Source: an optimization exercise on an open RTL-to-GDS flow (aim: small area, a short achievable clock period and few clock cycles per item). Production flows keep margins and buffers that such runs may drop.
In this exercise RTL edits were held to simulation tests only and were not proved equivalent to the original.
Power is estimated from default activity; no workload was simulated.

<file path="design/flow/config.mk">
export PLATFORM = sky130hd
export DESIGN_NAME = MD5
export DESIGN_NICKNAME = MD5
export VERILOG_FILES = /design/flow/design.v
export SDC_FILE = /design/flow/constraint.sdc
export NUM_CORES = 8
export LEC_CHECK = 0
export ABC_AREA = 1
export CAP_MARGIN = 20
export CORE_MARGIN = 2
export CORE_UTILIZATION = 45
export CTS_CLUSTER_DIAMETER = 220
export CTS_CLUSTER_SIZE = 18
export SETUP_SLACK_MARGIN = 4.4
export SLEW_MARGIN = 20
export SYNTH_HIERARCHICAL = 1
</file>
<file path="design/flow/constraint.sdc">
create_clock -name core_clock -period 9.0 [get_ports {clk}]
set_input_delay 1.8000 -clock core_clock [delete_from_list [all_inputs] [get_ports {clk}]]
set_output_delay 1.8000 -clock core_clock [all_outputs]
set_load 0.01 [all_outputs]
</file>
<file path="design/flow/design.v">
module MD5_core(
    input wire clk,
    input wire reset_n,
    input wire init,
    input wire next,
    input wire block_wr,
    input wire [3:0] block_addr,
    input wire [31:0] block_data,
    output wire [127:0] digest,
    output wire ready
);
localparam A0 = 32'h67452301;
localparam B0 = 32'hefcdab89;
localparam C0 = 32'h98badcfe;
localparam D0 = 32'h10325476;
function [31:0] K(input [5:0] i);
    begin
        case (i)
            6'd0: K = 32'hd76aa478;
            6'd1: K = 32'he8c7b756;
            6'd2: K = 32'h242070db;
            6'd3: K = 32'hc1bdceee;
            6'd4: K = 32'hf57c0faf;
            6'd5: K = 32'h4787c62a;
            6'd6: K = 32'ha8304613;
            6'd7: K = 32'hfd469501;
            6'd8: K = 32'h698098d8;
            6'd9: K = 32'h8b44f7af;
            6'd10: K = 32'hffff5bb1;
            6'd11: K = 32'h895cd7be;
            6'd12: K = 32'h6b901122;
            6'd13: K = 32'hfd987193;
            6'd14: K = 32'ha679438e;
            6'd15: K = 32'h49b40821;
            6'd16: K = 32'hf61e2562;
            6'd17: K = 32'hc040b340;
            6'd18: K = 32'h265e5a51;
            6'd19: K = 32'he9b6c7aa;
            6'd20: K = 32'hd62f105d;
            6'd21: K = 32'h02441453;
            6'd22: K = 32'hd8a1e681;
            6'd23: K = 32'he7d3fbc8;
            6'd24: K = 32'h21e1cde6;
            6'd25: K = 32'hc33707d6;
            6'd26: K = 32'hf4d50d87;
            6'd27: K = 32'h455a14ed;
            6'd28: K = 32'ha9e3e905;
            6'd29: K = 32'hfcefa3f8;
            6'd30: K = 32'h676f02d9;
            6'd31: K = 32'h8d2a4c8a;
            6'd32: K = 32'hfffa3942;
            6'd33: K = 32'h8771f681;
            6'd34: K = 32'h6d9d6122;
            6'd35: K = 32'hfde5380c;
            6'd36: K = 32'ha4beea44;
            6'd37: K = 32'h4bdecfa9;
            6'd38: K = 32'hf6bb4b60;
            6'd39: K = 32'hbebfbc70;
            6'd40: K = 32'h289b7ec6;
            6'd41: K = 32'heaa127fa;
            6'd42: K = 32'hd4ef3085;
            6'd43: K = 32'h04881d05;
            6'd44: K = 32'hd9d4d039;
            6'd45: K = 32'he6db99e5;
            6'd46: K = 32'h1fa27cf8;
            6'd47: K = 32'hc4ac5665;
            6'd48: K = 32'hf4292244;
            6'd49: K = 32'h432aff97;
            6'd50: K = 32'hab9423a7;
            6'd51: K = 32'hfc93a039;
            6'd52: K = 32'h655b59c3;
            6'd53: K = 32'h8f0ccc92;
            6'd54: K = 32'hffeff47d;
            6'd55: K = 32'h85845dd1;
            6'd56: K = 32'h6fa87e4f;
            6'd57: K = 32'hfe2ce6e0;
            6'd58: K = 32'ha3014314;
            6'd59: K = 32'h4e0811a1;
            6'd60: K = 32'hf7537e82;
            6'd61: K = 32'hbd3af235;
            6'd62: K = 32'h2ad7d2bb;
            6'd63: K = 32'heb86d391;
        endcase
    end
endfunction
function [31:0] rot2(input [31:0] x, input [3:0] sr, input [4:0] sq);
    reg [31:0] t;
    begin
        t = ({32{sr[0]}} & x) | ({32{sr[1]}} & {x[30:0], x[31]}) |
            ({32{sr[2]}} & {x[29:0], x[31:30]}) | ({32{sr[3]}} & {x[28:0], x[31:29]});
        rot2 = ({32{sq[0]}} & {t[27:0], t[31:28]}) | ({32{sq[1]}} & {t[23:0], t[31:24]}) |
               ({32{sq[2]}} & {t[19:0], t[31:20]}) | ({32{sq[3]}} & {t[15:0], t[31:16]}) |
               ({32{sq[4]}} & {t[11:0], t[31:12]});
    end
endfunction
function [31:0] bswap(input [31:0] w);
    begin
        bswap = {w[7:0], w[15:8], w[23:16], w[31:24]};
    end
endfunction
reg [31:0] blk [0:15];
reg [31:0] h0_reg, h1_reg, h2_reg, h3_reg;   
reg [31:0] b_reg, c_reg, d_reg;
reg [31:0] pre_reg;
wire        prep, pv, reload, step, do_init, bwe, w_bus;
wire [5:0]  rnd;
wire [15:0] gsel;
wire [3:0]  fsel, rlo;
wire [4:0]  rhi;
md5_ctl ctl(
    .clk(clk),
    .reset_n(reset_n),
    .init(init),
    .next(next),
    .block_wr(block_wr),
    .block_addr(block_addr),
    .ready(ready),
    .prep(prep),
    .pv(pv),
    .reload(reload),
    .step(step),
    .do_init(do_init),
    .bwe(bwe),
    .w_bus(w_bus),
    .rnd(rnd),
    .gsel(gsel),
    .fsel(fsel),
    .rlo(rlo),
    .rhi(rhi)
);
reg [31:0] w_mem;
integer i;
always @(*) begin
    w_mem = 32'h0;
    for (i = 0; i < 16; i = i + 1)
        w_mem = w_mem | ({32{gsel[i]}} & blk[i]);
end
wire [31:0] w_sel   = w_bus ? block_data : w_mem;
wire [31:0] pre_new = (pv ? d_reg : pre_reg) + K(rnd) + w_sel;
wire [31:0] f_val   = ({32{fsel[0]}} & (d_reg ^ (b_reg & (c_reg ^ d_reg)))) |
                      ({32{fsel[1]}} & (c_reg ^ (d_reg & (b_reg ^ c_reg)))) |
                      ({32{fsel[2]}} & (b_reg ^ c_reg ^ d_reg)) |
                      ({32{fsel[3]}} & (c_reg ^ (b_reg | ~d_reg)));
wire [31:0] b_new   = b_reg + rot2(pre_reg + f_val, rlo, rhi);
wire [31:0] h_sum   = h0_reg + b_reg;
assign digest = {bswap(h0_reg), bswap(h1_reg), bswap(h2_reg), bswap(h3_reg)};
always @(posedge clk) begin
    if (bwe)
        blk[block_addr] <= block_data;
    if (reload)
        pre_reg <= h0_reg;
    else if (prep)
        pre_reg <= pre_new;
    else if (pv)
        pre_reg <= d_reg;
    if (reload) begin
        b_reg <= h1_reg;
        c_reg <= h2_reg;
        d_reg <= h3_reg;
    end
    else if (pv) begin
        b_reg <= b_new;
        c_reg <= b_reg;
        d_reg <= c_reg;
    end
    if (do_init) begin
        h0_reg <= A0;
        h1_reg <= B0;
        h2_reg <= C0;
        h3_reg <= D0;
    end
    else if (step) begin
        h0_reg <= h3_reg;
        h1_reg <= h_sum;
        h2_reg <= h1_reg;
        h3_reg <= h2_reg;
    end
end
endmodule
module md5_ctl(
    input wire clk,
    input wire reset_n,
    input wire init,
    input wire next,
    input wire block_wr,
    input wire [3:0] block_addr,
    output wire ready,
    output wire prep,        
    output wire pv,          
    output wire reload,      
    output wire step,        
    output wire do_init,     
    output wire bwe,         
    output wire w_bus,       
    output wire [5:0] rnd,   
    output wire [15:0] gsel,
    output wire [3:0] fsel,
    output wire [3:0] rlo,
    output wire [4:0] rhi
);
function [3:0] GIX(input [5:0] i);
    begin
        case (i)
            6'd0: GIX = 4'd0;
            6'd1: GIX = 4'd1;
            6'd2: GIX = 4'd2;
            6'd3: GIX = 4'd3;
            6'd4: GIX = 4'd4;
            6'd5: GIX = 4'd5;
            6'd6: GIX = 4'd6;
            6'd7: GIX = 4'd7;
            6'd8: GIX = 4'd8;
            6'd9: GIX = 4'd9;
            6'd10: GIX = 4'd10;
            6'd11: GIX = 4'd11;
            6'd12: GIX = 4'd12;
            6'd13: GIX = 4'd13;
            6'd14: GIX = 4'd14;
            6'd15: GIX = 4'd15;
            6'd16: GIX = 4'd1;
            6'd17: GIX = 4'd6;
            6'd18: GIX = 4'd11;
            6'd19: GIX = 4'd0;
            6'd20: GIX = 4'd5;
            6'd21: GIX = 4'd10;
            6'd22: GIX = 4'd15;
            6'd23: GIX = 4'd4;
            6'd24: GIX = 4'd9;
            6'd25: GIX = 4'd14;
            6'd26: GIX = 4'd3;
            6'd27: GIX = 4'd8;
            6'd28: GIX = 4'd13;
            6'd29: GIX = 4'd2;
            6'd30: GIX = 4'd7;
            6'd31: GIX = 4'd12;
            6'd32: GIX = 4'd5;
            6'd33: GIX = 4'd8;
            6'd34: GIX = 4'd11;
            6'd35: GIX = 4'd14;
            6'd36: GIX = 4'd1;
            6'd37: GIX = 4'd4;
            6'd38: GIX = 4'd7;
            6'd39: GIX = 4'd10;
            6'd40: GIX = 4'd13;
            6'd41: GIX = 4'd0;
            6'd42: GIX = 4'd3;
            6'd43: GIX = 4'd6;
            6'd44: GIX = 4'd9;
            6'd45: GIX = 4'd12;
            6'd46: GIX = 4'd15;
            6'd47: GIX = 4'd2;
            6'd48: GIX = 4'd0;
            6'd49: GIX = 4'd7;
            6'd50: GIX = 4'd14;
            6'd51: GIX = 4'd5;
            6'd52: GIX = 4'd12;
            6'd53: GIX = 4'd3;
            6'd54: GIX = 4'd10;
            6'd55: GIX = 4'd1;
            6'd56: GIX = 4'd8;
            6'd57: GIX = 4'd15;
            6'd58: GIX = 4'd6;
            6'd59: GIX = 4'd13;
            6'd60: GIX = 4'd4;
            6'd61: GIX = 4'd11;
            6'd62: GIX = 4'd2;
            6'd63: GIX = 4'd9;
        endcase
    end
endfunction
function [4:0] rot_amt(input [5:0] i);
    begin
        case ({i[5:4], i[1:0]})
            4'd0: rot_amt = 5'd7;
            4'd1: rot_amt = 5'd12;
            4'd2: rot_amt = 5'd17;
            4'd3: rot_amt = 5'd22;
            4'd4: rot_amt = 5'd5;
            4'd5: rot_amt = 5'd9;
            4'd6: rot_amt = 5'd14;
            4'd7: rot_amt = 5'd20;
            4'd8: rot_amt = 5'd4;
            4'd9: rot_amt = 5'd11;
            4'd10: rot_amt = 5'd16;
            4'd11: rot_amt = 5'd23;
            4'd12: rot_amt = 5'd6;
            4'd13: rot_amt = 5'd10;
            4'd14: rot_amt = 5'd15;
            4'd15: rot_amt = 5'd21;
        endcase
    end
endfunction
reg [3:0]  fsel_reg;     
reg [3:0]  rlo_reg;      
reg [4:0]  rhi_reg;      
reg        pstep_reg;    
reg        plast_reg;    
reg [3:0]  gidx_reg;     
reg        pv_reg;       
reg [6:0]  cnt_reg;      
reg        busy_reg;
reg        fin_reg;      
reg        reload_reg;
wire idle    = ~busy_reg;
wire go      = next & idle;
wire cnt_lo  = ~cnt_reg[6] & ~cnt_reg[5] & ~cnt_reg[4];    
wire match   = bwe & cnt_lo & ~reload_reg & (block_addr == cnt_reg[3:0]);
wire inval   = bwe & (cnt_reg[4] | (cnt_lo & (block_addr < cnt_reg[3:0])));
wire clear   = do_init | inval | reload_reg;
wire [6:0] cnt_inc = cnt_reg + 7'd1;
assign ready   = idle;
assign do_init = init & idle;
assign bwe     = block_wr & idle;
assign prep    = match | ((busy_reg | (go & ~cnt_lo)) & ~cnt_reg[6] & ~reload_reg);
assign step    = (pv_reg & pstep_reg) | fin_reg;
assign w_bus   = idle & cnt_lo;
assign pv      = pv_reg;
assign reload  = reload_reg;
assign rnd     = cnt_reg[5:0];
assign gsel    = 16'h0001 << gidx_reg;
assign fsel    = fsel_reg;
assign rlo     = rlo_reg;
assign rhi     = rhi_reg;
always @(posedge clk or negedge reset_n) begin
    if (!reset_n) begin
        busy_reg   <= 1'b0;
        pv_reg     <= 1'b0;
        cnt_reg    <= 7'd0;
        gidx_reg   <= 4'd0;
        fin_reg    <= 1'b0;
        reload_reg <= 1'b0;
    end
    else begin
        fin_reg    <= pv_reg & plast_reg;
        reload_reg <= fin_reg | do_init | inval;
        if (go)
            busy_reg <= 1'b1;
        else if (pv_reg & plast_reg)
            busy_reg <= 1'b0;
        if (clear) begin
            cnt_reg  <= 7'd0;
            gidx_reg <= 4'd0;
            pv_reg   <= 1'b0;
        end
        else begin
            pv_reg <= prep;
            if (prep) begin
                cnt_reg  <= cnt_inc;
                gidx_reg <= GIX(cnt_inc[5:0]);
            end
        end
    end
end
always @(posedge clk) begin
    if (prep) begin
        fsel_reg  <= 4'h1 << cnt_reg[5:4];
        rlo_reg   <= 4'h1 << (rot_amt(cnt_reg[5:0]) & 5'd3);
        rhi_reg   <= 5'h1 << ((rot_amt(cnt_reg[5:0]) >> 2) - 5'd1);
        pstep_reg <= (cnt_reg[5:0] >= 6'd61);
        plast_reg <= (cnt_reg[5:0] == 6'd63);
    end
end
endmodule
module MD5(
    input wire clk,
    input wire reset_n,
    input wire cs,
    input wire we,
    input wire [7:0] address,
    input wire [31:0] write_data,
    output wire [31:0] read_data
);
wire         ready;
wire [127:0] digest;
wire wr       = cs & we;
wire ctrl_wr  = wr & (address == 8'h08);
wire block_wr = wr & (address[7:4] == 4'h2);
MD5_core core(
    .clk(clk),
    .reset_n(reset_n),
    .init(ctrl_wr & write_data[0] & ~write_data[1]),
    .next(ctrl_wr & write_data[1] & ~write_data[0]),
    .block_wr(block_wr),
    .block_addr(address[3:0]),
    .block_data(write_data),
    .digest(digest),
    .ready(ready)
);
MD5_read rd_mux(
    .address(address),
    .ready(ready),
    .digest(digest),
    .read_data(read_data)
);
endmodule
module MD5_read(
    input wire [7:0] address,
    input wire ready,
    input wire [127:0] digest,
    output reg [31:0] read_data
);
localparam CORE_NAME0   = 32'h6d643520;    
localparam CORE_NAME1   = 32'h68617368;    
localparam CORE_VERSION = 32'h302e3120;    
always @(*) begin
    case (address)
        8'h00: read_data = CORE_NAME0;
        8'h01: read_data = CORE_NAME1;
        8'h02: read_data = CORE_VERSION;
        8'h09: read_data = {31'h0, ready};
        8'h40: read_data = digest[127:96];
        8'h41: read_data = digest[95:64];
        8'h42: read_data = digest[63:32];
        8'h43: read_data = digest[31:0];
        default: read_data = 32'h0;
    endcase
end
endmodule
</file>
<file path="design/flow/flow/run.sh">
#!/bin/bash
# The standard layout (the standard.sh) with two changes:
# - synthesis: Yosys does not map adders to the library's full/half-adder cells
#   (ADDER_MAP_FILE is empty), so ABC maps the adders' logic together with the
#   rest. Registers are mapped exactly as in the standard synthesis.
# - placement: every input and output port is still given a buffer, but the
#   buffer is sky130_fd_sc_hd__buf_4 instead of the delay cell that
#   buffer_ports picks by default.
# make's full output goes to flow_make.log; ORFS keeps each step's log under orfs/logs/.
set -euo pipefail
bash standard.sh ADDER_MAP_FILE= "BUFFER_PORTS_ARGS=-buffer_cell sky130_fd_sc_hd__buf_4" finish > flow_make.log 2>&1
</file>
<file path="design/flow/standard.sh">
#!/bin/bash
# synth_recipe.tcl (not shown) runs the flow's synth.tcl, then flattens the netlist and writes it again
# the make line also repeats each setting of config.mk as NAME=value (left out here)
make -C /OpenROAD-flow-scripts/flow DESIGN_CONFIG=/design/flow/config.mk WORK_HOME=/design/flow/orfs CLKGATE_MAP_FILE= SYNTH_SCRIPT=/design/flow/synth_recipe.tcl "${@:-finish}"
</file>
==> results of run 1 <==
worst paths after layout:
path                                        to  slack [ns]  depth (start not counted)
min in group asynchronous     core.ctl.fin_reg        0.98                          1
min reg2reg                   core.ctl.fin_reg        0.47                          2
max in group asynchronous  core.ctl.cnt_reg[0]        7.77                          1
max reg2reg                     core.b_reg[22]        4.38                         34
max                              read_data[22]        4.11                         12
min                           core.ctl.fin_reg        0.47                          2
where the power goes:
group	switching (W)	total (W)	internal, W
Combinational	0.00110	0.00160	0.000497
Clock	0.00132	0.00239	0.00107
Sequential	0.0000533	0.00404	0.00399
cells in the mapped netlist (15+ instances only):
master    instances
dfxtp_1         160
nor2_1          643
xor2_1           68
nor2_2           68
buf_4            25
nand2_2         107
nand2_1        2018
nand4_1         101
edfxtp_1        623
inv_1           586
nor3_1           39
xnor2_1          19
clkbuf_1        140
buf_1            17
o21ai_0         408
o22ai_1          29
o21ai_1          35
a21boi_0         15
a31oi_1          20
dfrtp_1          15
o211ai_1         52
or2_2            19
a221oi_1         49
a211oi_1         21
a22o_1           43
inv_2            54
a21oi_1         249
buf_2            51
nand3_1         633
modules after synthesis (local to each module, per instance):
| module | cell area [um2] | cells inside | flops+latches |
|---|---|---|---|
| MD5 | 71.3 | 15 | 0 |
| MD5_core | 45000 | 5901 | 768 |
| MD5_read | 1490 | 314 | 0 |
| md5_ctl | 1730 | 234 | 30 |
area by class of cell:
cell class / instances / area (um2)
multi-input cells: 4785 / 26500
inverters: 645 / 2480
flip-flops and latches: 798 / 22300
fillers: 9861 / 47700
repair buffers: 430 / 4460
diodes: 1 / 2.50
clock buffers: 89 / 1400
well taps: 1403 / 1760
clock inverters: 4 / 96.3
metrics by stage:
step	power (W)	setup slack (ns)	std cells	hold WS [ns]	area, um2
after floorplan	0.00492	3.58	6464	0.427	48300
after global placement	0.00536	3.31	7768	0.477	50200
after detailed placement	0.00536	3.21	7768	0.490	50200
after CTS	0.00780	4.19	7986	0.487	54300
after global routing	0.00829	4.09	8154	0.507	59000
final	0.00803	4.11	8155	0.469	59000
critical path, cell delays in order:
cell and delay, ns:
buf_8 0.10, inv_6 0.05, nand2_4 0.04, nor2_4 0.13, buf_12 0.17, buf_12 0.14, buf_16 0.16, nand2_4 0.09
nor2_1 0.17, nor2_2 0.07, nand2_1 0.06, buf_4 0.11
cells by family (layout without fill, tap and decap cells):
family          after synthesis  in the layout  share of synthesized area [%]
simple gates               3690           3694                           32.6
other cells                   0              1                              0
mux                           1              1                         0.0207
flops                       798            798                           46.2
buf+inv                     885           1168                           7.31
fa+ha+maj                     2              2                         0.0415
xor+xnor                     87             87                           1.58
compound gates             1001           1001                           12.2
timing repair:
action	CTS	global route
gates resized for setup	321	883
gates cloned	14	13
setup buffers	111	154
pin swaps	79	349
endpoints found under the setup margin	92	87
layer usage:
layer | wire (um) | up-vias | GRT usage (%)
met4 | 15300 | 4 | 21.1
met3 | 17100 | 597 | 5.16
li1 | - | 22100 | -
met2 | 92900 | 2321 | 57.1
met5 | 23 | - | 0
met1 | 75800 | 22900 | 42.4
==> metrics.json, run 1 <==
{
  "run_status": {
    "status": "complete, no violations"
  },
  "sta": {
    "setup-tns-final_ns": 0,
    "final.setup_skew_ns": 0.0648,
    "setup_viol_count_final": 0,
    "clock.fmax_mhz": 204,
    "timing.final.max_slew_violations": 0,
    "min_period_over_period_pct": 54.3,
    "final_hold_viol_count": 0,
    "period_minus_slack_ns": 4.89,
    "rsz0062_at_grt": "yes",
    "relSlewSlack_pct": 15.6,
    "tightest_slew_ns": 1.27
  },
  "run": {
    "timing.max_cap.violations": 0
  },
  "detailed_routing": {
    "dr.pass1.iters": 10,
    "number_of_nets_still_failing_antenna_checks_after_routing": 0,
    "dr_total_vias": 48000,
    "route.detailed.wl_per_inst_um": 24.7,
    "drc": 0,
    "wirelength_um": 201000,
    "drt_iter0_markers": 5215,
    "avgViaCountPerCell": 5.88
  },
  "placed_design": {
    "finalWeightedCongestion": 1.01,
    "io_buffers": 75,
    "place_hpwl_um": 136000
  },
  "cts": {
    "cts-hold-fix-buffers": 0,
    "tritoncts.num_buffers": 50,
    "clk_pin_slew_ns": 0.08,
    "maximum_root_to_sink_buffer_count": 3,
    "tritoncts": "done",
    "clkLatencyLatePin_ns": 0.71,
    "cts_max_level": 2,
    "clkSinkCount": 798,
    "clock_tree.root_cell": "clkbuf_16"
  },
  "floorplanning": {
    "effective_utilization_at_floorplan_pct": 45.2,
    "core-area_um2": 107000,
    "placementRows": 120,
    "die-area_um2": 110000,
    "fp.dieW_um": 332,
    "boundary_pins": 76,
    "die_height_um": 332
  },
  "yosys": {
    "synth_ff_type": "edfxtp_1",
    "synth-warning-count": 9,
    "seq_area_frac_synth_pct": 46.2,
    "post_synthesis_net_count": 6508,
    "netlist.top_cell.by_area": "edfxtp_1",
    "synth_cells": 6464,
    "postSynthAreaPerCell_um2": 7.47,
    "number_of_register_bits_inferred_by_synthesis": 798,
    "synth-edff-count": 623,
    "post-synth-top-area-fraction_pct": 38.8,
    "ys_types": 66,
    "synthTopCellsByArea": "edfxtp_1, nand2_1, dfxtp_1, nand3_1, nor2_1",
    "synthArstFlopShare_pct": 1.88,
    "synth.cell_area_um2": 48300
  },
  "finish": {
    "layout.nets": 6754,
    "largest_reg_flops": 512,
    "layout-area-overhead-vs-synth_pct": 22.3,
    "top_register": "core.blk",
    "finish.utilization_pct": 55.3,
    "share_of_layout_cells_above_drive_strength_1_pct": 22.8,
    "most-common-layout-cells": "nand2_1, edfxtp_1, inv_1, nand3_1, nor2_1",
    "layout_commonest_cell": "nand2_1"
  },
  "worst_setup_path": {
    "sort_of_element_at_the_end_of_the_critical_path": "output pin",
    "crit_fanout": 6,
    "cp.required_ns": 7.20,
    "start_point_of_the_critical_path": "address[7]",
    "crit_arrival_ns": 3.09,
    "setup.worst_path.class": "primary input to output pin",
    "worst_r2r_startpoint": "core.b_reg[5]",
    "start_kind": "primary input"
  },
  "pwr": {
    "worst_ir_drop_vdd_mv": 0.192,
    "power_density_nw_per_um2": 136,
    "power_leakage_nw": 24.8
  },
  "min_path": {
    "hold_path_class": "register to register",
    "worst_hold_launch": "core.ctl.plast_reg"
  },
  "global_routing": {
    "grt_first_pass_wirelength_um": 283000,
    "number_of_global_route_vias_before_repair": 43500,
    "globalRouteOverflowTotal": 0,
    "grt_util_all_layers_pct": 34.4,
    "pin_count_of_the_biggest_net_entering_global_routing": 118,
    "antenna_violations_before_repair": 7
  }
}
Testbench counts, summed over its fixed seeds: cycles 13,695, blocks 192.
==> run 2: changes to the inputs <==
--- a/design/flow/config.mk
+++ b/design/flow/config.mk
@@ -11,6 +11,6 @@
 export CORE_UTILIZATION = 45
 export CTS_CLUSTER_DIAMETER = 220
 export CTS_CLUSTER_SIZE = 18
-export SETUP_SLACK_MARGIN = 4.4
+export SETUP_SLACK_MARGIN = 4.0
 export SLEW_MARGIN = 20
 export SYNTH_HIERARCHICAL = 1
==> run 2 against run 1 <==
Net effect: sequential power hardly changed; still clean; largest cell class unchanged; area after synthesis stayed put; highest routed layer unchanged; final cell count is 2.1% lower; combinational power is 16% lower; clock power hardly changed.
==> metrics.json, run 2 <==
{
  "placed_design": {
    "io_buffers": {"value": 75, "change": "unchanged"},
    "finalWeightedCongestion": {"value": 1.01, "change": "unchanged"},
    "dp_worst_setup_slack": {"value": 3.21, "unit": "ns", "change": "unchanged"},
    "placed_area": {"value": 50200, "unit": "um2", "change": "unchanged"},
    "dpl.cell_count": {"value": 7768, "change": "unchanged"},
    "place_hpwl": {"value": 136000, "unit": "um", "change": "unchanged"}
  },
  "detailed_routing": {
    "top_layer": "met5",
    "drc": {"value": 0, "change": "unchanged"},
    "met3WireLength": {"value": 14500, "unit": "um", "change": "-15%"},
    "dr.pass1.iters": {"value": 6, "change": "-4"},
    "met2_wirelength": {"value": 88800, "unit": "um", "change": "-4.4%"},
    "met1_wire_length": {"value": 74300, "unit": "um", "change": "-2.0%"},
    "drt_iter0_markers": {"value": 5028, "change": "-3.6%"},
    "avgViaCountPerCell": {"value": 5.78, "change": "-1.7%"},
    "wirelength": {"value": 191000, "unit": "um", "change": "-4.8%"},
    "route.detailed.wl_per_inst": {"value": 24.0, "unit": "um", "change": "-2.8%"},
    "number_of_nets_still_failing_antenna_checks_after_routing": {"value": 0, "change": "unchanged"},
    "dr_total_vias": {"value": 46200, "change": "-3.8%"}
  },
  "cts": {
    "maximum_root_to_sink_buffer_count": {"value": 3, "change": "unchanged"},
    "cts-hold-fix-buffers": {"value": 0, "change": "unchanged"},
    "clkSinkCount": {"value": 798, "change": "unchanged"},
    "clkLatencyLatePin": {"value": 0.70, "unit": "ns", "change": "about the same"},
    "tritoncts.num_buffers": {"value": 50, "change": "unchanged"},
    "tritoncts": "done",
    "cts_max_level": {"value": 2, "change": "unchanged"},
    "clock_tree.root_cell": "clkbuf_16",
    "clk_pin_slew": {"value": 0.09, "unit": "ns", "change": "about the same"}
  },
  "sta": {
    "setup-tns-final": {"value": 0, "unit": "ns", "change": "unchanged"},
    "period_minus_slack": {"value": 4.95, "unit": "ns", "change": "+0.0634 ns"},
    "setup_viol_count_final": {"value": 0, "change": "unchanged"},
    "min_period_over_period": {"value": 55.0, "unit": "%", "change": "+0.70 points"},
    "timing.final.max_slew_violations": {"value": 0, "change": "unchanged"},
    "rsz0062_at_grt": "yes",
    "layout_setup_ws": {"value": 4.05, "unit": "ns", "change": "-0.0634 ns"},
    "relSlewSlack": {"value": 17.3, "unit": "%", "change": "+1.7 points"},
    "final_hold_viol_count": {"value": 0, "change": "unchanged"},
    "final.setup_skew": {"value": 0.0526, "unit": "ns", "change": "-0.0122 ns"},
    "clock.fmax": {"value": 202, "unit": "MHz", "change": "-1.3%"},
    "tightest_slew": {"value": 1.23, "unit": "ns", "change": "-0.0385 ns"}
  },
  "yosys": {
    "synth_ff_type": "edfxtp_1",
    "ys_types": {"value": 66, "change": "unchanged"},
    "netlist.top_cell.by_area": "edfxtp_1",
    "synth-edff-count": {"value": 623, "change": "unchanged"},
    "synth-warning-count": {"value": 9, "change": "unchanged"},
    "post-synth-top-area-fraction": {"value": 38.8, "unit": "%", "change": "unchanged"},
    "synth.cell_area": {"value": 48300, "unit": "um2", "change": "unchanged"},
    "post_synthesis_net_count": {"value": 6508, "change": "unchanged"},
    "seq_area_frac_synth": {"value": 46.2, "unit": "%", "change": "unchanged"},
    "postSynthAreaPerCell": {"value": 7.47, "unit": "um2", "change": "unchanged"},
    "synth_cells": {"value": 6464, "change": "unchanged"},
    "synthArstFlopShare": {"value": 1.88, "unit": "%", "change": "unchanged"},
    "number_of_register_bits_inferred_by_synthesis": {"value": 798, "change": "unchanged"},
    "synthMostInstantiatedCell": "nand2_1",
    "yosys-top-cells-count": "nand2_1, nor2_1, nand3_1",
    "synthTopCellsByArea": "edfxtp_1, nand2_1, dfxtp_1, nand3_1, nor2_1"
  },
  "worst_setup_path": {
    "critical_path_buf_inv_count": {"value": 4, "change": "-2"},
    "cpPeakStageDelay": {"value": 0.24, "unit": "ns", "change": "+0.07 ns"},
    "start_kind": "primary input",
    "worst_r2r_endpoint": "core.pre_reg[29]",
    "worst_r2r_startpoint": "core.ctl.cnt_reg[2]",
    "worst-r2r-cell-count": {"value": 23, "change": "-32%"},
    "cp.required": {"value": 7.20, "unit": "ns", "change": "about the same"},
    "sort_of_element_at_the_end_of_the_critical_path": "output pin",
    "cp.depth": {"value": 10, "change": "-2"},
    "crit_arrival": {"value": 3.15, "unit": "ns", "change": "+0.06 ns"},
    "setup.worst_path.class": "primary input to output pin",
    "worstPathCellList": "buf_4, inv_2, nand2_8, nor2_2, clkbuf_8, nand3_1, nand2_1, nor2_2, nand2_1, buf_4",
    "cp_slowest_cell": "clkbuf_8",
    "timing_endpoint_of_the_critical_path": "read_data[12]",
    "setup.reg_to_reg.worst_slack": {"value": 4.14, "unit": "ns", "change": "-0.24 ns"},
    "category_of_cells_accounting_for_the_largest_share_of_critical_path_delay": "simple AND/OR/NAND/NOR gates",
    "crit_fanout": {"value": 32, "change": "+26"},
    "start_point_of_the_critical_path": "address[3]"
  },
  "floorplanning": {
    "boundary_pins": {"value": 76, "change": "unchanged"},
    "effective_utilization_at_floorplan": {"value": 45.2, "unit": "%", "change": "unchanged"},
    "fp.dieW": {"value": 332, "unit": "um", "change": "unchanged"},
    "placementRows": {"value": 120, "change": "unchanged"},
    "die_height": {"value": 332, "unit": "um", "change": "unchanged"},
    "core-area": {"value": 107000, "unit": "um2", "change": "unchanged"},
    "die-area": {"value": 110000, "unit": "um2", "change": "unchanged"}
  },
  "pwr": {
    "worst_ir_drop_vdd": {"value": 0.183, "unit": "mV", "change": "-4.7%"},
    "power_leakage": {"value": 23.0, "unit": "nW", "change": "-7.2%"},
    "power_density": {"value": 145, "unit": "nW/um2", "change": "+6.5%"}
  },
  "run": {
    "timing.max_cap.violations": {"value": 0, "change": "unchanged"}
  },
  "global_routing": {
    "antenna_violations_before_repair": {"value": 6, "change": "-1"},
    "number_of_global_route_vias_before_repair": {"value": 42400, "change": "-2.5%"},
    "globalRouteOverflowTotal": {"value": 0, "change": "unchanged"},
    "pin_count_of_the_biggest_net_entering_global_routing": {"value": 118, "change": "unchanged"},
    "grt_util_all_layers": {"value": 33.5, "unit": "%", "change": "-0.96 points"},
    "grt_first_pass_wirelength": {"value": 276000, "unit": "um", "change": "-2.7%"}
  },
  "finish": {
    "layout-area-overhead-vs-synth_pct": 11.1,
    "count_of_non_filler_cells_in_the_finished_layout": {"value": 7983, "change": "-2.1%"},
    "top_register": "core.blk",
    "finish.instance_area": {"value": 53600, "unit": "um2", "change": "-9.1%"},
    "largest_reg_flops": {"value": 512, "change": "unchanged"},
    "share_of_layout_cells_above_drive_strength_1": {"value": 12.2, "unit": "%", "change": "-11 points"},
    "layout_commonest_cell": "nand2_1",
    "most-common-layout-cells": "nand2_1, edfxtp_1, nand3_1, inv_1, nor2_1",
    "layout.nets": {"value": 6582, "change": "-2.5%"},
    "finish.utilization": {"value": 50.2, "unit": "%", "change": "-5.1 points"}
  },
  "run_status": {
    "status": "complete, no violations"
  },
  "min_path": {
    "hold_path_class": "register to register"
  }
}
==> run 2: stage by stage <==
stage                     hold slack, ns  power [W]
after floorplan                    0.427    0.00492
after global placement             0.477    0.00536
after detailed placement           0.490    0.00536
after CTS                          0.487    0.00772
after global routing               0.513    0.00804
final                              0.484    0.00777
==> run 2: what timing repair did <==
action / CTS / global route
buffers inserted: 19 / 96
setup endpoints to repair: 87 / 86
pin swaps: 9 / 32
gates cloned: 3 / 2
gates resized for setup: 33 / 228
==> run 2: where the power goes <==
part	leakage, nW	internal, W	switching, W	total, W
logic	15.2	0.000382	0.000969	0.00135
registers	7.08	0.00399	0.0000469	0.00404
clock network	0.702	0.00107	0.00131	0.00238
total	23.0	0.00544	0.00233	0.00777
==> run 2: area by class of cell <==
class	instances	area (um2)
Timing Repair Buffer	259	2220
Tap cell	1403	1760
Fill cell	10400	53100
Inverter	645	2440
Multi-Input combinational cell	4784	23400
Clock inverter	4	96.3
Clock buffer	89	1400
Sequential cell	798	22300
Antenna cell	1	2.50
==> run 2: logic make-up after synthesis <==
kind of cell	after synthesis	synth area share (%)
multiplexers	1	0.0207
flip-flops	798	46.2
AO/OA/AOI/OAI	1001	12.2
XOR/XNOR	87	1.58
buffers and inverters	885	7.31
AND/OR/NAND/NOR	3690	32.6
adder cells (fa/ha/maj)	2	0.0415
==> run 2: layer usage <==
| layer | vias to the layer above | track usage [%] |
|---|---|---|
| met2 | 2087 | 55.3 |
| met5 | - | 0 |
| li1 | 21700 | - |
| met3 | 511 | 4.85 |
| met4 | 4 | 20.6 |
| met1 | 21800 | 41.4 |
==> run 2: worst min path at each step <==
stage	from	endpoint	slack (ns)	cells after the start
3_5_place_dp	core.h1_reg[20]	core.h1_reg[20]	0.49	2
6_report	core.ctl.plast_reg	core.ctl.fin_reg	0.48	2
3_3_place_gp	core.ctl.plast_reg	core.ctl.fin_reg	0.48	2
2_1_floorplan	core.ctl.plast_reg	core.ctl.fin_reg	0.43	2
5_1_grt	core.ctl.plast_reg	core.ctl.fin_reg	0.51	2
4_1_cts	core.ctl.plast_reg	core.ctl.fin_reg	0.49	2
==> run 2: worst reg2reg max path, cell delays in order (launching register included) <==
cell	delay [ns]
dfrtp_1	0.36
buf_4	0.39
nand2_1	0.45
nand2_1	0.28
nor2_1	0.07
inv_1	0.21
nand2_1	0.10
o311ai_0	0.16
nand2_1	0.35
nor2_1	0.23
nor2_1	0.08
xnor2_1	0.22
or2_1	0.20
nand2_1	0.13
o21ai_0	0.26
a21oi_1	0.10
o21ai_0	0.26
nand2_1	0.09
nand4_1	0.20
nand2_1	0.08
nand3_1	0.09
o21ai_0	0.08
a21oi_1	0.24
o22ai_1	0.10
==> run 2: per-module statistics from Yosys, one instance, submodules excluded <==
module | cells inside | flops+latches | times used
MD5_read | 314 | 0 | 1
MD5 | 15 | 0 | 1
MD5_core | 5901 | 768 | 1
md5_ctl | 234 | 30 | 1
==> run 3: changes to the inputs <==
--- a/design/flow/config.mk
+++ b/design/flow/config.mk
@@ -11,6 +11,6 @@
 export CORE_UTILIZATION = 45
 export CTS_CLUSTER_DIAMETER = 220
 export CTS_CLUSTER_SIZE = 18
-export SETUP_SLACK_MARGIN = 4.0
+export SETUP_SLACK_MARGIN = 4.1
 export SLEW_MARGIN = 20
 export SYNTH_HIERARCHICAL = 1
==> run 3 against run 2 <==
Net effect: flip-flop and latch count is the same; area after synthesis is the same; cell area grew 1.2%; die area is the same; total power grew 0.41%; non-clock buffer count grew 24; sequential share of layout area shrank 0.49 points; global-route usage grew 0.10 points; setup slack gained 0.065 ns; critical path depth shrank 1.
==> metrics.json, run 3 <==
{
  "yosys": {
    "synth.cell_area": {"value": 48300, "unit": "um2", "change": "unchanged"},
    "synth-warning-count": {"value": 9, "change": "unchanged"},
    "post_synthesis_net_count": {"value": 6508, "change": "unchanged"},
    "postSynthAreaPerCell": {"value": 7.47, "unit": "um2", "change": "unchanged"},
    "ys_types": {"value": 66, "change": "unchanged"},
    "number_of_register_bits_inferred_by_synthesis": {"value": 798, "change": "unchanged"},
    "synth_cells": {"value": 6464, "change": "unchanged"},
    "synthArstFlopShare": {"value": 1.88, "unit": "%", "change": "unchanged"},
    "synth-edff-count": {"value": 623, "change": "unchanged"},
    "yosys-top-cells-count": "nand2_1, nor2_1, nand3_1",
    "post-synth-top-area-fraction": {"value": 38.8, "unit": "%", "change": "unchanged"},
    "netlist.top_cell.by_area": "edfxtp_1",
    "seq_area_frac_synth": {"value": 46.2, "unit": "%", "change": "unchanged"},
    "synth_ff_type": "edfxtp_1",
    "synthTopCellsByArea": "edfxtp_1, nand2_1, dfxtp_1, nand3_1, nor2_1",
    "synthMostInstantiatedCell": "nand2_1"
  },
  "pwr": {
    "design_power_total": {"value": 0.00780, "unit": "W", "change": "+0.41%"},
    "comb_power_share": {"value": 17.7, "unit": "%", "change": "+0.3 points"},
    "power.share.clock": {"value": 30.5, "unit": "%", "change": "-0.2 points"},
    "p_int": {"value": 0.00546, "unit": "W", "change": "+0.27%"},
    "part_of_the_total_power_dissipated_in_sequential_elements": {"value": 51.7, "unit": "%", "change": "-0.2 points"},
    "net_load_switching_power": {"value": 0.00234, "unit": "W", "change": "+0.75%"},
    "worst_ir_drop_vdd": {"value": 0.185, "unit": "mV", "change": "+0.98%"},
    "power_leakage": {"value": 23.2, "unit": "nW", "change": "+0.92%"},
    "netSwitchingFraction": {"value": 30.0, "unit": "%", "change": "+0.10 points"},
    "power_density": {"value": 144, "unit": "nW/um2", "change": "-0.79%"}
  },
  "sta": {
    "rsz0062_at_grt": "yes",
    "timing.final.max_slew_violations": {"value": 0, "change": "unchanged"},
    "min_period_over_period": {"value": 54.3, "unit": "%", "change": "-0.72 points"},
    "setup-tns-final": {"value": 0, "unit": "ns", "change": "unchanged"},
    "tightest_slew": {"value": 1.23, "unit": "ns", "change": "+0.00421 ns"},
    "period_minus_slack": {"value": 4.89, "unit": "ns", "change": "-0.0651 ns"},
    "setup_viol_count_final": {"value": 0, "change": "unchanged"},
    "clock.fmax": {"value": 205, "unit": "MHz", "change": "+1.3%"},
    "relSlewSlack": {"value": 17.0, "unit": "%", "change": "-0.28 points"},
    "final.setup_skew": {"value": 0.0550, "unit": "ns", "change": "+0.00231 ns"},
    "final_hold_viol_count": {"value": 0, "change": "unchanged"}
  },
  "worst_setup_path": {
    "sort_of_element_at_the_end_of_the_critical_path": "output pin",
    "crit_fanout": {"value": 9, "change": "-72%"},
    "crit_arrival": {"value": 3.09, "unit": "ns", "change": "-0.06 ns"},
    "cp.required": {"value": 7.20, "unit": "ns", "change": "about the same"},
    "setup.worst_path.class": "primary input to output pin",
    "start_kind": "primary input"
  },
  "cts": {
    "cts_max_level": {"value": 2, "change": "unchanged"},
    "clock_tree.root_cell": "clkbuf_16",
    "clkSinkCount": {"value": 798, "change": "unchanged"},
    "tritoncts.num_buffers": {"value": 50, "change": "unchanged"},
    "maximum_root_to_sink_buffer_count": {"value": 3, "change": "unchanged"},
    "clkLatencyLatePin": {"value": 0.70, "unit": "ns", "change": "about the same"},
    "tritoncts": "done",
    "cts-hold-fix-buffers": {"value": 0, "change": "unchanged"},
    "clk_pin_slew": {"value": 0.09, "unit": "ns", "change": "about the same"}
  },
  "finish": {
    "layout_commonest_cell": "nand2_1",
    "regArea": {"value": 22300, "unit": "um2", "change": "about the same"},
    "layout.nets": {"value": 6606, "change": "+0.36%"},
    "most-common-layout-cells": "nand2_1, edfxtp_1, nand3_1, inv_1, nor2_1",
    "multi_input_comb_area": {"value": 23700, "unit": "um2", "change": "+1.4%"},
    "finish.utilization": {"value": 50.8, "unit": "%", "change": "+0.61 points"},
    "filler_cell_count": {"value": 10300, "change": "-0.52%"},
    "layout-area-overhead-vs-synth_pct": 12.4,
    "largest_reg_flops": {"value": 512, "change": "unchanged"},
    "share_of_layout_cells_above_drive_strength_1": {"value": 13.4, "unit": "%", "change": "+1.2 points"},
    "top_register": "core.blk"
  },
  "min_path": {
    "hold_path_class": "register to register"
  },
  "placed_design": {
    "io_buffers": {"value": 75, "change": "unchanged"},
    "place_hpwl": {"value": 136000, "unit": "um", "change": "unchanged"},
    "finalWeightedCongestion": {"value": 1.01, "change": "unchanged"}
  },
  "global_routing": {
    "grt_first_pass_wirelength": {"value": 277000, "unit": "um", "change": "+0.33%"},
    "pin_count_of_the_biggest_net_entering_global_routing": {"value": 118, "change": "unchanged"},
    "antenna_violations_before_repair": {"value": 5, "change": "-1"},
    "globalRouteOverflowTotal": {"value": 0, "change": "unchanged"},
    "grt_util_all_layers": {"value": 33.6, "unit": "%", "change": "+0.10 points"},
    "number_of_global_route_vias_before_repair": {"value": 42400, "change": "+0.17%"}
  },
  "floorplanning": {
    "core-area": {"value": 107000, "unit": "um2", "change": "unchanged"},
    "die-area": {"value": 110000, "unit": "um2", "change": "unchanged"},
    "boundary_pins": {"value": 76, "change": "unchanged"},
    "placementRows": {"value": 120, "change": "unchanged"},
    "die_height": {"value": 332, "unit": "um", "change": "unchanged"},
    "effective_utilization_at_floorplan": {"value": 45.2, "unit": "%", "change": "unchanged"},
    "fp.dieW": {"value": 332, "unit": "um", "change": "unchanged"}
  },
  "detailed_routing": {
    "drt_iter0_markers": {"value": 5122, "change": "+1.9%"},
    "wirelength": {"value": 193000, "unit": "um", "change": "+0.95%"},
    "dr.pass1.iters": {"value": 5, "change": "-1"},
    "number_of_nets_still_failing_antenna_checks_after_routing": {"value": 0, "change": "unchanged"},
    "drc": {"value": 0, "change": "unchanged"},
    "route.detailed.wl_per_inst": {"value": 24.1, "unit": "um", "change": "+0.65%"},
    "avgViaCountPerCell": {"value": 5.80, "change": "+0.23%"},
    "dr_total_vias": {"value": 46400, "change": "+0.53%"}
  },
  "run": {
    "timing.max_cap.violations": {"value": 0, "change": "unchanged"}
  },
  "run_status": {
    "status": "complete, no violations"
  }
}
## run 3: cell count changes in the layout (fill, tap and decap cells not counted), moves of 8 or more
| cell | previous run | this run |
|---|---|---|
| nor2_4 | 64 | 81 |
| nand2_4 | 12 | 21 |
| nor2_1 | 565 | 551 |
| buf_4 | 230 | 240 |
| nand2_2 | 147 | 155 |
| nand2_1 | 1967 | 1950 |
## run 3: final timing paths
path,startpoint,endpoint,slack [ns],depth (start not counted)
hold reg to reg,core.ctl.plast_reg,core.ctl.fin_reg,0.48,2
max in group asynchronous,reset_n,core.ctl.cnt_reg[0],7.76,1
min in group asynchronous,reset_n,core.ctl.fin_reg,0.99,1
setup reg to reg,core.ctl.cnt_reg[4],core.pre_reg[20],4.25,18
hold / removal,core.ctl.plast_reg,core.ctl.fin_reg,0.48,2
setup / recovery,address[4],read_data[11],4.11,9
## run 3: critical path, stage by stage
cell	delay, ns
buf_4	0.12
inv_2	0.05
nand2_2	0.08
nor2_4	0.20
buf_8	0.20
clkbuf_16	0.19
nand3_1	0.08
nand4_1	0.18
buf_4	0.17
## run 3: cells by family after synthesis
kind of cell / Yosys count / share of synthesized area, %
AOI/OAI and AO/OA: 1001 / 12.2
muxes: 1 / 0.0207
buffers and inverters: 885 / 7.31
xor gates and xnor gates: 87 / 1.58
and+or+nand+nor: 3690 / 32.6
DFF: 798 / 46.2
adders and majority gates: 2 / 0.0415
## run 3: Yosys stat by module, one instance, submodules excluded
module | copies in the design | cells inside | flops+latches
MD5_read | 1 | 314 | 0
MD5_core | 1 | 5901 | 768
md5_ctl | 1 | 234 | 30
MD5 | 1 | 15 | 0
## run 3: layout make-up
| type | instances | share of cell area (%) |
|---|---|---|
| Multi-Input combinational cell | 4784 | 43.8 |
| Sequential cell | 798 | 41.1 |
| Timing Repair Buffer | 283 | 4.67 |
| Inverter | 645 | 4.49 |
| Tap cell | 1403 | 3.23 |
| Clock buffer | 89 | 2.58 |
| Clock inverter | 4 | 0.178 |
| Antenna cell | 1 | 0.00461 |
## run 3: metal layers
layer / up-vias / track usage (%) / share of wire [%]
li1: 21800 / - / -
met1: 22000 / 41.5 / 38
met2: 2144 / 56.0 / 47
met3: 492 / 4.85 / 8.1
met4: 4 / 19.7 / 6.9
met5: - / 0 / 0.016
## run 3: metrics by stage
step	cell area (um2)	hold slack, ns	instances	setup WS (ns)
after global routing	54300	0.514	8006	4.04
after floorplan	48300	0.427	6464	3.58
after detailed placement	50200	0.490	7768	3.21
final	54300	0.481	8007	4.11
after CTS	52300	0.487	7897	4.10
after global placement	50200	0.477	7768	3.31
## run 3: power groups by stage
| stage | clock [W] | combinational, W | sequential [W] |
|---|---|---|---|
| finish | 0.00238 | 0.00138 | 0.00404 |
| global route | 0.00253 | 0.00151 | 0.00404 |
| CTS | 0.00242 | 0.00127 | 0.00403 |
| detailed placement | 0 | 0.00125 | 0.00412 |
| global placement | 0 | 0.00124 | 0.00412 |
| floorplan | 0 | 0.000832 | 0.00409 |
## run 3: what timing repair did
item                                    4_1_cts  5_1_grt
setup buffers                                33      100
resized for setup                            58      308
endpoints found under the setup margin       89       81
cloned                                        3        8
pin swaps                                    12       53
==> run 4: changes to the inputs <==
--- a/design/flow/config.mk
+++ b/design/flow/config.mk
@@ -9,8 +9,8 @@
 export CAP_MARGIN = 20
 export CORE_MARGIN = 2
 export CORE_UTILIZATION = 45
-export CTS_CLUSTER_DIAMETER = 220
-export CTS_CLUSTER_SIZE = 18
-export SETUP_SLACK_MARGIN = 4.1
+export CTS_CLUSTER_DIAMETER = 240
+export CTS_CLUSTER_SIZE = 20
+export SETUP_SLACK_MARGIN = 4.0
 export SLEW_MARGIN = 20
 export SYNTH_HIERARCHICAL = 1
==> run 4 against run 3 <==
Net effect: clock-buffer cell count shrank 31; worst hold slack gained 0.023 ns; final cell count shrank 0.71%; die area is the same; critical path type unchanged.
==> metrics.json, run 4 <==
{
  "run_status": {
    "status": "complete, no violations"
  },
  "floorplanning": {
    "die_height": {"value": 332, "unit": "um", "change": "unchanged"},
    "boundary_pins": {"value": 76, "change": "unchanged"},
    "effective_utilization_at_floorplan": {"value": 45.2, "unit": "%", "change": "unchanged"},
    "core-area": {"value": 107000, "unit": "um2", "change": "unchanged"},
    "fp.dieW": {"value": 332, "unit": "um", "change": "unchanged"},
    "placementRows": {"value": 120, "change": "unchanged"},
    "die-area": {"value": 110000, "unit": "um2", "change": "unchanged"}
  },
  "sta": {
    "period_minus_slack": {"value": 4.96, "unit": "ns", "change": "+0.0713 ns"},
    "relSlewSlack": {"value": 16.0, "unit": "%", "change": "-1.0 points"},
    "tightest_slew": {"value": 1.25, "unit": "ns", "change": "+0.0155 ns"},
    "setup_viol_count_final": {"value": 0, "change": "unchanged"},
    "rsz0062_at_grt": "yes",
    "final_hold_viol_count": {"value": 0, "change": "unchanged"},
    "clock.fmax": {"value": 202, "unit": "MHz", "change": "-1.4%"},
    "setup-tns-final": {"value": 0, "unit": "ns", "change": "unchanged"},
    "final.setup_skew": {"value": 0.0307, "unit": "ns", "change": "-0.0243 ns"},
    "timing.final.max_slew_violations": {"value": 0, "change": "unchanged"},
    "min_period_over_period": {"value": 55.1, "unit": "%", "change": "+0.79 points"},
    "layout_setup_ws": {"value": 4.04, "unit": "ns", "change": "-0.0713 ns"}
  },
  "yosys": {
    "number_of_register_bits_inferred_by_synthesis": {"value": 798, "change": "unchanged"},
    "seq_area_frac_synth": {"value": 46.2, "unit": "%", "change": "unchanged"},
    "synth.cell_area": {"value": 48300, "unit": "um2", "change": "unchanged"},
    "synth-warning-count": {"value": 9, "change": "unchanged"},
    "synthTopCellsByArea": "edfxtp_1, nand2_1, dfxtp_1, nand3_1, nor2_1",
    "post-synth-top-area-fraction": {"value": 38.8, "unit": "%", "change": "unchanged"},
    "yosys-top-cells-count": "nand2_1, nor2_1, nand3_1",
    "ys_types": {"value": 66, "change": "unchanged"},
    "postSynthAreaPerCell": {"value": 7.47, "unit": "um2", "change": "unchanged"},
    "post_synthesis_net_count": {"value": 6508, "change": "unchanged"},
    "synthArstFlopShare": {"value": 1.88, "unit": "%", "change": "unchanged"},
    "synth-edff-count": {"value": 623, "change": "unchanged"},
    "synth_ff_type": "edfxtp_1",
    "synthMostInstantiatedCell": "nand2_1",
    "synth_cells": {"value": 6464, "change": "unchanged"},
    "netlist.top_cell.by_area": "edfxtp_1"
  },
  "worst_setup_path": {
    "start_point_of_the_critical_path": "address[1]",
    "worst-r2r-cell-count": {"value": 29, "change": "+11"},
    "worst_r2r_startpoint": "core.ctl.fsel_reg[3]",
    "cp.required": {"value": 7.20, "unit": "ns", "change": "about the same"},
    "start_kind": "primary input",
    "crit_arrival": {"value": 3.16, "unit": "ns", "change": "+0.07 ns"},
    "sort_of_element_at_the_end_of_the_critical_path": "output pin",
    "setup.worst_path.class": "primary input to output pin",
    "worst_r2r_endpoint": "core.b_reg[14]",
    "setup.reg_to_reg.worst_slack": {"value": 4.17, "unit": "ns", "change": "-0.08 ns"},
    "crit_fanout": {"value": 8, "change": "-1"}
  },
  "cts": {
    "tritoncts.num_buffers": {"value": 45, "change": "-10%"},
    "clkSinkCount": {"value": 798, "change": "unchanged"},
    "cts_max_level": {"value": 2, "change": "unchanged"},
    "clock_tree.root_cell": "clkbuf_16",
    "clk_pin_slew": {"value": 0.09, "unit": "ns", "change": "about the same"},
    "cts-hold-fix-buffers": {"value": 0, "change": "unchanged"},
    "maximum_root_to_sink_buffer_count": {"value": 3, "change": "unchanged"},
    "tritoncts": "done",
    "clkLatencyLatePin": {"value": 0.67, "unit": "ns", "change": "-0.03 ns"}
  },
  "global_routing": {
    "grt_util_all_layers": {"value": 33.4, "unit": "%", "change": "-0.16 points"},
    "globalRouteOverflowTotal": {"value": 0, "change": "unchanged"},
    "grt_first_pass_wirelength": {"value": 275000, "unit": "um", "change": "-0.49%"},
    "antenna_violations_before_repair": {"value": 3, "change": "-2"},
    "gr-usage-met1": {"value": 41.1, "unit": "%", "change": "-0.37 points"},
    "use_met3": {"value": 4.96, "unit": "%", "change": "+0.12 points"},
    "grt-busiest-layer": "met2",
    "pin_count_of_the_biggest_net_entering_global_routing": {"value": 118, "change": "unchanged"},
    "global_route.usage.met2": {"value": 55.5, "unit": "%", "change": "-0.46 points"},
    "number_of_global_route_vias_before_repair": {"value": 42300, "change": "-0.22%"}
  },
  "placed_design": {
    "finalWeightedCongestion": {"value": 1.01, "change": "unchanged"},
    "dp_worst_setup_slack": {"value": 3.21, "unit": "ns", "change": "unchanged"},
    "place_hpwl": {"value": 136000, "unit": "um", "change": "unchanged"},
    "io_buffers": {"value": 75, "change": "unchanged"}
  },
  "finish": {
    "most-common-layout-cells": "nand2_1, edfxtp_1, nand3_1, inv_1, nor2_1",
    "layout_commonest_cell": "nand2_1",
    "layout-area-overhead-vs-synth_pct": 10.6,
    "share_of_layout_cells_above_drive_strength_1": {"value": 12.1, "unit": "%", "change": "-1.3 points"},
    "layout.nets": {"value": 6575, "change": "-0.47%"},
    "top_register": "core.blk",
    "largest_reg_flops": {"value": 512, "change": "unchanged"}
  },
  "pwr": {
    "worst_ir_drop_vdd": {"value": 0.166, "unit": "mV", "change": "-10%"},
    "power_leakage": {"value": 22.9, "unit": "nW", "change": "-1.4%"},
    "power_density": {"value": 142, "unit": "nW/um2", "change": "-1.3%"}
  },
  "detailed_routing": {
    "wirelength": {"value": 191000, "unit": "um", "change": "-1.4%"},
    "drt_iter0_markers": {"value": 4937, "change": "-3.6%"},
    "avgViaCountPerCell": {"value": 5.79, "change": "-0.10%"},
    "route.detailed.wl_per_inst": {"value": 24.0, "unit": "um", "change": "-0.69%"},
    "dr_total_vias": {"value": 46100, "change": "-0.81%"},
    "dr.pass1.iters": {"value": 6, "change": "+1"},
    "drc": {"value": 0, "change": "unchanged"},
    "number_of_nets_still_failing_antenna_checks_after_routing": {"value": 0, "change": "unchanged"}
  },
  "min_path": {
    "hold-path-endpoint": "core.ctl.fin_reg",
    "worst_hold_launch": "core.ctl.plast_reg",
    "worstHoldPathCells": {"value": 2, "change": "unchanged"},
    "hold_path_class": "register to register"
  },
  "run": {
    "timing.max_cap.violations": {"value": 0, "change": "unchanged"}
  }
}
## run 4: cell counts after synthesis
Identical to the previous run, type by type.
## run 4: what timing repair did
| item | in CTS | in global routing |
|---|---|---|
| buffers inserted | 17 | 96 |
| endpoints found under the setup margin | 87 | 85 |
| gates cloned | 3 | 2 |
| gates resized for setup | 34 | 223 |
| pin swaps | 7 | 34 |
## run 4: per-stage QoR
step / utilization (%) / total power, W / instance area [um2] / std cells / hold slack, ns
4_1_cts: 48.5 / 0.00751 / 51800 / 7850 / 0.505
2_1_floorplan: - / 0.00492 / 48300 / 6464 / 0.427
3_3_place_gp: 47.0 / 0.00536 / 50200 / 7768 / 0.477
5_1_grt: 50.0 / 0.00783 / 53400 / 7949 / 0.513
3_5_place_dp: 47.0 / 0.00536 / 50200 / 7768 / 0.490
6_report: 50.0 / 0.00758 / 53400 / 7950 / 0.504
## run 4: cells by family after synthesis
family	share of synthesized area, %
muxes	0.0207
xor gates and xnor gates	1.58
DFF	46.2
adders and majority gates	0.0415
buffers and inverters	7.31
AOI/OAI and AO/OA	12.2
and+or+nand+nor	32.6
## run 4: cell type report
type	instances	area (um2)
fill	10400	53400
multi-input combinational	4784	23400
sequential	798	22300
inverter	645	2440
timing repair buffer	257	2210
tap	1403	1760
clock buffer	58	1170
clock inverter	4	83.8
antenna	1	2.50
## run 4: report_power, final
group          leakage, nW  internal, W  total (W)  switching [W]
clock                0.604     0.000932    0.00219        0.00126
sequential            7.08      0.00399    0.00404      0.0000471
combinational         15.2     0.000381    0.00135       0.000968
## run 4: how the worst max path moves through the flow
| stage | to | cells past startpoint |
|---|---|---|
| 6_report | read_data[0] | 11 |
| 5_1_grt | core.pre_reg[26] | 31 |
| 4_1_cts | core.pre_reg[29] | 22 |
| 3_5_place_dp | core.pre_reg[29] | 21 |
| 3_3_place_gp | core.pre_reg[26] | 25 |
| 2_1_floorplan | core.blk[0][0] | 7 |
## run 4: Yosys stat by module (local to each module, per instance)
module	cells inside	area, um2	flip-flops and latches	copies in the design
MD5_core	5901	45000	768	1
md5_ctl	234	1730	30	1
MD5	15	71.3	0	1
MD5_read	314	1490	0	1
## run 4: critical path, cell delays in order
cell	delay [ns]
buf_4	0.14
inv_1	0.12
nand2_4	0.11
nor2_4	0.30
buf_12	0.15
buf_4	0.12
nand3_1	0.08
nand2_2	0.11
nor2_1	0.05
nand2_1	0.06
buf_4	0.11
## run 4: per-layer routing
metal,share of wire [%],routed length [um]
met1,39,73700
met5,0.025,47
met2,47,88900
met4,7.0,13300
met3,7.6,14500
==> run 5: changes to the inputs <==
==> design/flow/run.sh (new file) <==
#!/bin/bash
# synth_recipe.tcl (not shown) runs the flow's synth.tcl, then flattens the netlist and writes it again
# the make line also repeats each setting of config.mk as NAME=value (left out here)
make -C /OpenROAD-flow-scripts/flow DESIGN_CONFIG=/design/flow/config.mk WORK_HOME=/design/flow/orfs CLKGATE_MAP_FILE= SYNTH_SCRIPT=/design/flow/synth_recipe.tcl finish
--- a/design/flow/config.mk
+++ b/design/flow/config.mk
@@ -9,8 +9,8 @@
 export CAP_MARGIN = 20
 export CORE_MARGIN = 2
 export CORE_UTILIZATION = 45
-export CTS_CLUSTER_DIAMETER = 240
-export CTS_CLUSTER_SIZE = 20
-export SETUP_SLACK_MARGIN = 4.0
+export CTS_CLUSTER_DIAMETER = 220
+export CTS_CLUSTER_SIZE = 18
+export SETUP_SLACK_MARGIN = 3.8
 export SLEW_MARGIN = 20
 export SYNTH_HIERARCHICAL = 1
removed: design/flow/flow/run.sh
removed: design/flow/standard.sh
==> run 5 against run 4 <==
Net effect: global-route usage is 0.24 points lower; die area is 3.1% lower; clock power is 9.6% higher; critical path type is now register to register.
==> metrics.json, run 5 <==
{
  "worst_setup_path": {
    "sort_of_element_at_the_end_of_the_critical_path": "register",
    "crit_arrival": {"value": 5.93, "unit": "ns", "change": "+2.77 ns"},
    "cp.required": {"value": 9.45, "unit": "ns", "change": "+2.25 ns"},
    "crit_fanout": {"value": 4, "change": "-4"},
    "start_kind": "register",
    "worst-r2r-cell-count": {"value": 37, "change": "+28%"},
    "cp_slowest_cell": "edfxtp_1",
    "cpPeakStageDelay": {"value": 0.52, "unit": "ns", "change": "+0.22 ns"},
    "setup.worst_path.class": "register to register"
  },
  "global_routing": {
    "antenna_violations_before_repair": {"value": 4, "change": "+1"},
    "number_of_global_route_vias_before_repair": {"value": 40600, "change": "-4.0%"},
    "globalRouteOverflowTotal": {"value": 0, "change": "unchanged"},
    "pin_count_of_the_biggest_net_entering_global_routing": {"value": 99, "change": "-16%"},
    "grt_util_all_layers": {"value": 33.2, "unit": "%", "change": "-0.24 points"},
    "grt_first_pass_wirelength": {"value": 266000, "unit": "um", "change": "-3.5%"}
  },
  "detailed_routing": {
    "dr.pass1.iters": {"value": 7, "change": "+1"},
    "dr_total_vias": {"value": 44000, "change": "-4.4%"},
    "route.detailed.wl_per_inst": {"value": 25.0, "unit": "um", "change": "+4.1%"},
    "wirelength": {"value": 183000, "unit": "um", "change": "-3.7%"},
    "avgViaCountPerCell": {"value": 5.99, "change": "+3.3%"},
    "drt_iter0_markers": {"value": 4974, "change": "+0.75%"},
    "drc": {"value": 0, "change": "unchanged"},
    "number_of_nets_still_failing_antenna_checks_after_routing": {"value": 0, "change": "unchanged"}
  },
  "min_path": {
    "worstHoldPathCells": {"value": 2, "change": "unchanged"},
    "hold_path_class": "register to register"
  },
  "yosys": {
    "synth_cells": {"value": 5627, "change": "-13%"},
    "number_of_register_bits_inferred_by_synthesis": {"value": 798, "change": "unchanged"},
    "synthTopCellsByArea": "edfxtp_1, nand2_1, dfxtp_1, o21ai_0, inv_1",
    "synth-warning-count": {"value": 9, "change": "unchanged"},
    "synth_ff_type": "edfxtp_1",
    "synthArstFlopShare": {"value": 1.88, "unit": "%", "change": "unchanged"},
    "ys_types": {"value": 78, "change": "+18%"},
    "synth.cell_area": {"value": 46800, "unit": "um2", "change": "-3.1%"},
    "yosys-top-cells-count": "nand2_1, edfxtp_1, inv_1",
    "seq_area_frac_synth": {"value": 47.7, "unit": "%", "change": "+1.5 points"},
    "post-synth-top-area-fraction": {"value": 40.0, "unit": "%", "change": "+1.2 points"},
    "netlist.top_cell.by_area": "edfxtp_1",
    "synth-edff-count": {"value": 623, "change": "unchanged"},
    "postSynthAreaPerCell": {"value": 8.31, "unit": "um2", "change": "+11%"},
    "post_synthesis_net_count": {"value": 5862, "change": "-9.9%"},
    "synthMostInstantiatedCell": "nand2_1"
  },
  "run_status": {
    "status": "complete, no violations"
  },
  "sta": {
    "rsz0062_at_grt": "yes",
    "final.setup_skew": {"value": 0.0480, "unit": "ns", "change": "+0.0173 ns"},
    "period_minus_slack": {"value": 5.48, "unit": "ns", "change": "+0.522 ns"},
    "clock.fmax": {"value": 182, "unit": "MHz", "change": "-9.5%"},
    "final_hold_viol_count": {"value": 0, "change": "unchanged"},
    "tightest_slew": {"value": 1.16, "unit": "ns", "change": "-0.0896 ns"},
    "setup_viol_count_final": {"value": 0, "change": "unchanged"},
    "setup-tns-final": {"value": 0, "unit": "ns", "change": "unchanged"},
    "timing.final.max_slew_violations": {"value": 0, "change": "unchanged"},
    "final.hold.worst_slack": {"value": 0.487, "unit": "ns", "change": "-0.0164 ns"},
    "min_period_over_period": {"value": 60.9, "unit": "%", "change": "+5.8 points"},
    "relSlewSlack": {"value": 22.8, "unit": "%", "change": "+6.9 points"}
  },
  "finish": {
    "layout-area-overhead-vs-synth_pct": 21.3,
    "multi_input_comb_area": {"value": 24600, "unit": "um2", "change": "+5.3%"},
    "regArea": {"value": 22300, "unit": "um2", "change": "about the same"},
    "finish.utilization": {"value": 54.9, "unit": "%", "change": "+4.9 points"},
    "top_register": "core.blk",
    "largest_reg_flops": {"value": 512, "change": "unchanged"},
    "share_of_layout_cells_above_drive_strength_1": {"value": 19.8, "unit": "%", "change": "+7.8 points"},
    "layout.nets": {"value": 6164, "change": "-6.3%"},
    "layout_commonest_cell": "nand2_1",
    "most-common-layout-cells": "nand2_1, edfxtp_1, inv_1, o21ai_0, nand3_1",
    "filler_cell_count": {"value": 9515, "change": "-8.7%"}
  },
  "cts": {
    "cts-hold-fix-buffers": {"value": 0, "change": "unchanged"},
    "cts_max_level": {"value": 2, "change": "unchanged"},
    "tritoncts": "done",
    "clock_tree.root_cell": "clkbuf_16",
    "clk_pin_slew": {"value": 0.08, "unit": "ns", "change": "about the same"},
    "clkLatencyLatePin": {"value": 0.70, "unit": "ns", "change": "+0.03 ns"},
    "maximum_root_to_sink_buffer_count": {"value": 3, "change": "unchanged"},
    "clkSinkCount": {"value": 798, "change": "unchanged"},
    "tritoncts.num_buffers": {"value": 50, "change": "+11%"}
  },
  "floorplanning": {
    "die-area": {"value": 107000, "unit": "um2", "change": "-3.1%"},
    "core-area": {"value": 103000, "unit": "um2", "change": "-3.2%"},
    "boundary_pins": {"value": 76, "change": "unchanged"},
    "effective_utilization_at_floorplan": {"value": 45.3, "unit": "%", "change": "about the same"},
    "placementRows": {"value": 118, "change": "-1.7%"},
    "die_height": {"value": 326, "unit": "um", "change": "-1.5%"},
    "fp.dieW": {"value": 326, "unit": "um", "change": "-1.5%"}
  },
  "placed_design": {
    "io_buffers": {"value": 75, "change": "unchanged"},
    "finalWeightedCongestion": {"value": 1.01, "change": "about the same"},
    "place_hpwl": {"value": 122000, "unit": "um", "change": "-11%"}
  },
  "run": {
    "timing.max_cap.violations": {"value": 0, "change": "unchanged"}
  },
  "pwr": {
    "worst_ir_drop_vdd": {"value": 0.173, "unit": "mV", "change": "+4.5%"},
    "power_density": {"value": 163, "unit": "nW/um2", "change": "+15%"},
    "power_leakage": {"value": 22.8, "unit": "nW", "change": "-0.26%"}
  }
}
run 5: cell count changes after synthesis, moves of 58 or more:
cell	change
a21oi_1	+100
ha_1	+156
nand2_2	-81
nand3_1	-221
nand2_1	-558
nor2_1	-208
nor2_2	-58
run 5: modules after synthesis (local to each module, per instance):
module / cell area, um2 / flip-flops and latches
MD5: 71.3 / 0
MD5_core: 43200 / 768
MD5_read: 1490 / 0
md5_ctl: 2000 / 30
run 5: what timing repair did:
item / CTS / global route
pin swaps: 149 / 168
endpoints found under the setup margin: 86 / 68
resized for setup: 475 / 451
buffers inserted: 213 / 94
gates cloned: 19 / 1
run 5: logic make-up after synthesis:
| group | after synthesis | share of synthesized area (%) |
|---|---|---|
| buffers and inverters | 820 | 6.84 |
| xor gates and xnor gates | 44 | 0.840 |
| DFF | 798 | 47.7 |
| AOI/OAI and AO/OA | 1177 | 15.2 |
| muxes | 10 | 0.214 |
| adders and majority gates | 191 | 5.67 |
| and+or+nand+nor | 2587 | 23.6 |
run 5: cell type report:
| cell class | count | area share, % |
|---|---|---|
| Inverter | 581 | 3.92 |
| Sequential cell | 798 | 39.3 |
| Clock buffer | 89 | 2.46 |
| Tap cell | 1380 | 3.04 |
| Antenna cell | 1 | 0.00441 |
| Timing Repair inverter | 2 | 0.0221 |
| Timing Repair Buffer | 476 | 7.61 |
| Multi-Input combinational cell | 4020 | 43.4 |
| Clock inverter | 4 | 0.170 |
run 5: where the power goes:
part           internal, W  total, W  switching [W]
logic              0.00103   0.00270        0.00167
clock network      0.00107   0.00240        0.00133
registers          0.00405   0.00416       0.000105
run 5: metrics by stage:
step,setup slack [ns],power [W],area [um2],instances
after detailed placement,2.38,0.00621,49100,6930
after global routing,3.24,0.00963,56700,7350
after CTS,3.58,0.00888,54400,7255
after global placement,2.44,0.00620,49100,6930
after floorplan,3.67,0.00558,46800,5627
final,3.52,0.00925,56700,7351
run 5: worst max-delay path: cells and delay by family (launching register included):
kind	cells	cell delay (ns)
AND/OR/NAND/NOR	21	2.16
flip-flops	1	0.52
buffers and inverters	5	0.51
adder cells (fa/ha/maj)	3	0.85
AO/OA/AOI/OAI	8	1.18
run 5: path summary, 6_finish.rpt:
path | end | start | slack (ns)
setup / recovery | core.b_reg[26] | core.b_reg[5] | 3.52
max in group asynchronous | core.ctl.reload_reg | reset_n | 6.78
min in group asynchronous | core.ctl.cnt_reg[3] | reset_n | 1.58
setup reg to reg | core.b_reg[26] | core.b_reg[5] | 3.52
hold reg to reg | core.ctl.reload_reg | core.ctl.fin_reg | 0.49
hold / removal | core.ctl.reload_reg | core.ctl.fin_reg | 0.49
run 5: layer usage:
layer | track usage (%) | vias to the layer above | part of all wire, %
met5 | 0 | - | 0.023
li1 | - | 20100 | -
met2 | 52.2 | 2209 | 45
met4 | 19.6 | 6 | 6.9
met1 | 44.0 | 21300 | 40
met3 | 4.21 | 472 | 8.1

[static timing again, ports no longer ideal]
Ports are ideal in the flow. The routed layouts listed here were re-timed in OpenROAD.
Step 1: set_driving_cell puts a clkbuf_16 on clk and a buf_2 on each other input, an assumption about the parent block.
Step 2, shift: input delay + t, output delay - t, t = (earliest + latest rising clock arrival at the registers) / 2. This alone moves slack from input paths to output paths.
Three values: ideal ports, drivers, drivers and shift; two values: the first two.
| run | shift t [ns] | setup slack, ns | hold slack, ns | worst register clock-pin slew, ns | worst slew at a driven data input, ns |
|---|---|---|---|---|---|
| run 1 | 0.750 | 4.110 / 4.068 / 4.043 | 0.469 / 0.469 / 0.469 | 0.11 / 0.11 | 0.10 |
| run 2 | 0.744 | 4.047 / 4.023 / 3.616 | 0.484 / 0.484 / 0.484 | 0.11 / 0.11 | 0.10 |
| run 3 | 0.746 | 4.112 / 4.087 / 3.618 | 0.481 / 0.481 / 0.481 | 0.11 / 0.11 | 0.10 |
| run 4 | 0.734 | 4.040 / 4.016 / 3.643 | 0.504 / 0.504 / 0.504 | 0.12 / 0.12 | 0.10 |
| run 5 | 0.750 | 3.519 / 3.519 / 3.289 | 0.487 / 0.487 / 0.487 | 0.11 / 0.11 | 0.10 |
After both steps every run listed still meets setup and hold. The setup slack of run 3, which loses most, moves by -0.025 ns with the drivers and by -0.494 ns with both steps.
